Background: an optimization exercise with open tools, aiming at small area, a short achievable clock period and few clock cycles per item. Do not read the settings as production practice.
Where RTL was checked, it was by simulation tests only, not by an equivalence proof against the original.

Design ntt_top, start of the top module:
module ntt_top (
  input  wire        clk, rst, start,
  input  wire [15:0] din0, din1, din2, din3, din4, din5, din6, din7, din8, din9, din10, din11, din12, din13, din14, din15,
  output wire [15:0] dout0, dout1, dout2, dout3, dout4, dout5, dout6, dout7, dout8, dout9, dout10, dout11, dout12, dout13, dout14, dout15,
  output wire        done
);
For scale: roughly 1300 cells after synthesis, about 80 flip-flops, roughly 520 I/O pins, ~13000 sq um of cells after synthesis.
==> flow/config.mk <==
export PLATFORM = sky130hd
export DESIGN_NAME = ntt_top
export DESIGN_NICKNAME = ntt_top
export VERILOG_FILES = /design/flow/design.v
export SDC_FILE = /design/flow/constraint.sdc
export NUM_CORES = 8
export LEC_CHECK = 0
export CAP_MARGIN = 20
export CORE_MARGIN = 2
export CORE_UTILIZATION = 30
export CTS_BUF_LIST = sky130_fd_sc_hd__clkbuf_8
export SETUP_SLACK_MARGIN = 2.0
export SLEW_MARGIN = 20
export SYNTH_HIERARCHICAL = 1
export SYNTH_MINIMUM_KEEP_SIZE = 0
==> flow/constraint.sdc <==
create_clock -name core_clock -period 22.0 [get_ports {clk}]
set_input_delay 4.4000 -clock core_clock [delete_from_list [all_inputs] [get_ports {clk}]]
set_output_delay 4.4000 -clock core_clock [all_outputs]
set_load 0.01 [all_outputs]
standard.sh (not shown) runs the stock make flow with config.mk's settings and CLKGATE_MAP_FILE= SYNTH_SCRIPT=/design/flow/synth_recipe.tcl, a recipe that flattens the netlist after the stock synthesis.
==> flow/flow/run.sh <==
#!/bin/bash
# The standard layout (standard.sh: the standard flow's synthesis and ORFS flow), with two
# placement options changed:
#  - port buffers are sky130_fd_sc_hd__buf_1 instead of the default pick;
#  - the constant-0 outputs share tie cells instead of one tie cell per port.
set -euo pipefail
bash standard.sh \
  "BUFFER_PORTS_ARGS=-buffer_cell sky130_fd_sc_hd__buf_1" \
  SKIP_REPAIR_TIE_FANOUT=1 \
  finish > standard_flow.log 2>&1
Then changed:
--- a/flow/config.mk
+++ b/flow/config.mk
@@ -10,5 +10,5 @@
 export CORE_UTILIZATION = 30
 export CTS_BUF_LIST = sky130_fd_sc_hd__clkbuf_8
-export SETUP_SLACK_MARGIN = 2.0
+export SETUP_SLACK_MARGIN = 5.0
 export SLEW_MARGIN = 20
 export SYNTH_HIERARCHICAL = 1
Result:
- area after synthesis does not change
- core utilization goes up by 2.9 points
- cell count rose by 2.6%
- non-clock buffer count increases by 50
- routed wire length is higher by 3.5%
- global-route usage came out higher by 0.24 points
- via count increases by 3.4%
- count of clock-buffer cells in the layout stays the same
No functional check of the RTL was part of any run of this note.


Another version of the RTL of ntt_top (not shown whole).
Size: roughly 1,300 cells after synthesis, roughly 520 I/O pins.
clock: 22.0 ns
lec_check: 0
cap_margin: 20
core_margin: 2
core_utilization: 50
cts_buf_list: sky130_fd_sc_hd__clkbuf_8
place_density: 0.8
setup_slack_margin: 2.0
slew_margin: 20
synth_hierarchical: 1
synth_minimum_keep_size: 0
Scripts as last shown in full above: flow/flow/run.sh
Testbench counts at the start, summed over its fixed seeds: cycles 2,400, items 2,400.
Next try:
--- a/flow/config.mk
+++ b/flow/config.mk
@@ -9,5 +9,4 @@
 export CORE_MARGIN = 2
-export CORE_UTILIZATION = 50
+export CORE_UTILIZATION = 30
 export CTS_BUF_LIST = sky130_fd_sc_hd__clkbuf_8
-export PLACE_DENSITY = 0.8
 export SETUP_SLACK_MARGIN = 2.0
Effect: Routed wire length increases by about 8%. Setup slack gets better by 0.11 ns. Global-route usage shrinks by 7.4 points. Hold slack is about the same. Sequential cell count is unchanged. Utilization drops by 20 points. Register-to-register slack is about the same.
Next try:
--- a/flow/config.mk
+++ b/flow/config.mk
@@ -10,3 +10,2 @@
 export CORE_UTILIZATION = 30
-export CTS_BUF_LIST = sky130_fd_sc_hd__clkbuf_8
 export SETUP_SLACK_MARGIN = 2.0
Via count stays flat.
Hold slack got worse by 0.0053 ns.
First-iteration DRC count is higher by 6.4%.
Non-clock buffer count is unchanged.
Register-to-register slack barely changes.
Routed wire length is about the same.
Die area does not change.
Synthesized area is unchanged.
Cell area went up by 0.75%.
Next try:
--- a/flow/config.mk
+++ b/flow/config.mk
@@ -10,2 +10,4 @@
 export CORE_UTILIZATION = 30
+export CTS_BUF_LIST = sky130_fd_sc_hd__clkbuf_8
+export PLACE_DENSITY = 0.8
 export SETUP_SLACK_MARGIN = 2.0
=> Area after synthesis is unchanged. Sequential share of layout area hardly moves. Die area is unchanged. Final cell count is about the same. Wire length rose by about 3%. Global-route usage rose by 0.29 points. Final area fell by about 0.75%. Clock skew stays the same. Sequential cell count is unchanged.


ntt_top, a different RTL version from the one above (not shown whole).
Size in the first run: ~80 flip-flops, roughly 13000 µm² of cells after synthesis.
clock: 22.0 ns
lec_check: 0
cap_margin: 20
core_margin: 2
core_utilization: 30
cts_buf_list: sky130_fd_sc_hd__clkbuf_8
setup_slack_margin: 5.0
slew_margin: 20
synth_hierarchical: 1
synth_minimum_keep_size: 0
Scripts as last shown in full above: flow/flow/run.sh
Testbench counts at the start, summed over its fixed seeds: cycles 2,400, items 2,400.
Edit:
SETUP_SLACK_MARGIN = 2.0   (was 5.0)
Critical path depth rose by 11; final area goes down by 2.8%; count of clock-buffer cells in the layout does not change; wire length shrinks by 0.66%; via count falls by 0.53%; hold slack stays flat; utilization fell by 0.89 points.


job 5845:
Another version of the RTL of ntt_top (not shown whole).
Size: roughly 1300 cells after synthesis, roughly 80 flip-flops, roughly 520 I/O pins, about 0.013 mm2 of cells after synthesis.
## ntt_top
module ntt_top (
  input  wire        clk, rst, start,
  input  wire [15:0] din0, din1, din2, din3, din4, din5, din6, din7, din8, din9, din10, din11, din12, din13, din14, din15,
  output wire [15:0] dout0, dout1, dout2, dout3, dout4, dout5, dout6, dout7, dout8, dout9, dout10, dout11, dout12, dout13, dout14, dout15,
  output wire        done
);
  wire [4:0] x0 = din0[4:0];
  wire [4:0] x1 = din1[4:0];
  wire [4:0] x2 = din2[4:0];
  wire [4:0] x3 = din3[4:0];
  wire [4:0] x4 = din4[4:0];
  wire [4:0] x5 = din5[4:0];
  wire [4:0] x6 = din6[4:0];
  wire [4:0] x7 = din7[4:0];
  wire [4:0] x8 = din8[4:0];
  wire [4:0] x9 = din9[4:0];
  wire [4:0] x10 = din10[4:0];
  wire [4:0] x11 = din11[4:0];
  wire [4:0] x12 = din12[4:0];
  wire [4:0] x13 = din13[4:0];
  wire [4:0] x14 = din14[4:0];
  wire [4:0] x15 = din15[4:0];
  wire s1, c2;
  ntt_fa u_s1 (.a(x0[0]), .b(x8[0]), .c(~x0[4]), .s(s1), .co(c2));
  wire s3, c4;
  ntt_fa u_s3 (.a(x0[1]), .b(x8[1]), .c(c2), .s(s3), .co(c4));
  wire s5, c6;
  ntt_fa u_s5 (.a(x0[2]), .b(x8[2]), .c(c4), .s(s5), .co(c6));
  wire s7, c8;
  ntt_fa u_s7 (.a(x0[3]), .b(x8[3]), .c(c6), .s(s7), .co(c8));
  wire s9, c10;
  ntt_fa u_s9 (.a(x8[4]), .b(~s1), .c(c8), .s(s9), .co(c10));
  wire s11, c12;
  ntt_fa u_s11 (.a(x0[0]), .b(x8[4]), .c(~x0[4]), .s(s11), .co(c12));
  wire s13, c14;
  ntt_fa u_s13 (.a(x0[1]), .b(~x8[1]), .c(c12), .s(s13), .co(c14));
  wire s15, c16;
  ntt_fa u_s15 (.a(x0[2]), .b(~x8[2]), .c(c14), .s(s15), .co(c16));
  wire s17, c18;
  ...
Settings: LEC_CHECK=0, CAP_MARGIN=20, CORE_MARGIN=2, CORE_UTILIZATION=30, CTS_BUF_LIST=sky130_fd_sc_hd__clkbuf_8, SETUP_SLACK_MARGIN=2.0, SLEW_MARGIN=20, SYNTH_HIERARCHICAL=1, SYNTH_MINIMUM_KEEP_SIZE=0; clock period 22.0 ns.
Scripts as last shown in full above: flow/flow/run.sh
Job 5845 finished all stages; the layout is clean.
#### Input delta (job 8860 over job 5845)
- putting CTS_CLUSTER_SIZE at 40 where nothing was set
Findings:
Reported for job 8860 and job 5845, detailed route wirelength on metal2 turned out identical to the last digit.
As far as number of clock-tree buffers in the layout goes, job 8860 and job 5845 are indistinguishable; the numbers are identical.
No run of this note included a check of the RTL's function; only the layout flow was run.


ntt_top, a different RTL version from the one above (not shown whole).
For scale: roughly 80 flip-flops, ~520 I/O pins.
==> flow/config.mk <==
export PLATFORM = sky130hd
export DESIGN_NAME = ntt_top
export DESIGN_NICKNAME = ntt_top
export VERILOG_FILES = /design/flow/design.v
export SDC_FILE = /design/flow/constraint.sdc
export NUM_CORES = 8
export LEC_CHECK = 0
export CAP_MARGIN = 20
export CORE_MARGIN = 2
export CORE_UTILIZATION = 30
export CTS_BUF_LIST = sky130_fd_sc_hd__clkbuf_8
export SETUP_SLACK_MARGIN = 4.6
export SLEW_MARGIN = 20
export SYNTH_HIERARCHICAL = 1
export SYNTH_MINIMUM_KEEP_SIZE = 0
==> flow/constraint.sdc <==
create_clock -name core_clock -period 22.0 [get_ports {clk}]
set_input_delay 4.4000 -clock core_clock [delete_from_list [all_inputs] [get_ports {clk}]]
set_output_delay 4.4000 -clock core_clock [all_outputs]
set_load 0.01 [all_outputs]
Scripts as last shown in full above: flow/flow/run.sh
The starting point produced a clean layout.
Testbench counts at the start, summed over its fixed seeds: cycles 2,400, items 2,400.
==> next run, changes <==
Settings changed: CTS_BUF_LIST sky130_fd_sc_hd__clkbuf_8 to sky130_fd_sc_hd__clkbuf_16, CTS_CLUSTER_DIAMETER set to 500, CTS_CLUSTER_SIZE set to 80, SETUP_SLACK_MARGIN 4.6 to 2.0.
Effect:
- register-to-register slack barely changes
- cell area went down by 1.0%
- global-route usage barely changes
- first-iteration DRC count grows by 8.2%
- synthesized area is unchanged
- cell count went down by 0.54%
- routed wire length decreases by 0.79%
==> next run, changes <==
Settings changed: CTS_BUF_LIST sky130_fd_sc_hd__clkbuf_16 to sky130_fd_sc_hd__clkbuf_8, CTS_CLUSTER_DIAMETER 500 to not set, CTS_CLUSTER_SIZE 80 to not set, SETUP_SLACK_MARGIN 2.0 to 5.0.
Result: The changed run went through all stages and came out clean. Worst setup slack improves by 0.75 ns. First-iteration DRC count grows by 3.4%. Via count grows by 2.7%. Core utilization rose by 1.2 points. Synthesized area stays the same.

## afterwards: timing with drivers on the ports
How much do the figures lean on ideal ports? The routed layouts below were timed once more, with nothing changed but the port constraints.
Step 1 sets driving cells, clkbuf_16 on the clock port and buf_2 on the other inputs (assumed; they add their load-dependent delay and slew).
Step 2 moves the port delays by t, midway between the first and last clock arrival at a register: inputs arrive t later, outputs are due t later. That takes back most of the time a late clock gives input paths.
a / b / c = no drivers / after step 1 / after step 2; a / b = the first two.
run | shift t [ns] | setup WS [ns] | slew at the worst register clock pin (ns)
the first run of note 1 | 0.430 | 3.890 / 3.861 / 3.861 | 0.13 / 0.13
the second run of note 1 | 0.438 | 4.767 / 4.743 / 4.743 | 0.10 / 0.10
the first run of note 2 | 0.430 | 3.960 / 3.939 / 3.939 | 0.10 / 0.10
the second run of note 2 | 0.431 | 4.074 / 4.052 / 4.052 | 0.12 / 0.12
the third run of note 2 | 0.404 | 4.064 / 4.041 / 4.041 | 0.08 / 0.08
the fourth run of note 2 | 0.427 | 3.972 / 3.951 / 3.951 | 0.11 / 0.11
the first run of note 3 | 0.458 | 5.286 / 5.250 / 5.250 | 0.11 / 0.11
the second run of note 3 | 0.456 | 4.723 / 4.687 / 4.687 | 0.11 / 0.11
job 5845 | 0.430 | 4.203 / 4.181 / 4.181 | 0.11 / 0.11
job 8860 | 0.430 | 4.203 / 4.181 / 4.181 | 0.11 / 0.11
the first run of note 5 | 0.451 | 4.847 / 4.827 / 4.827 | 0.10 / 0.10
the second run of note 5 | 0.411 | 4.425 / 4.402 / 4.402 | 0.07 / 0.07
the third run of note 5 | 0.450 | 5.173 / 5.145 / 5.145 | 0.10 / 0.10
After both steps setup and hold are still met in every run listed.
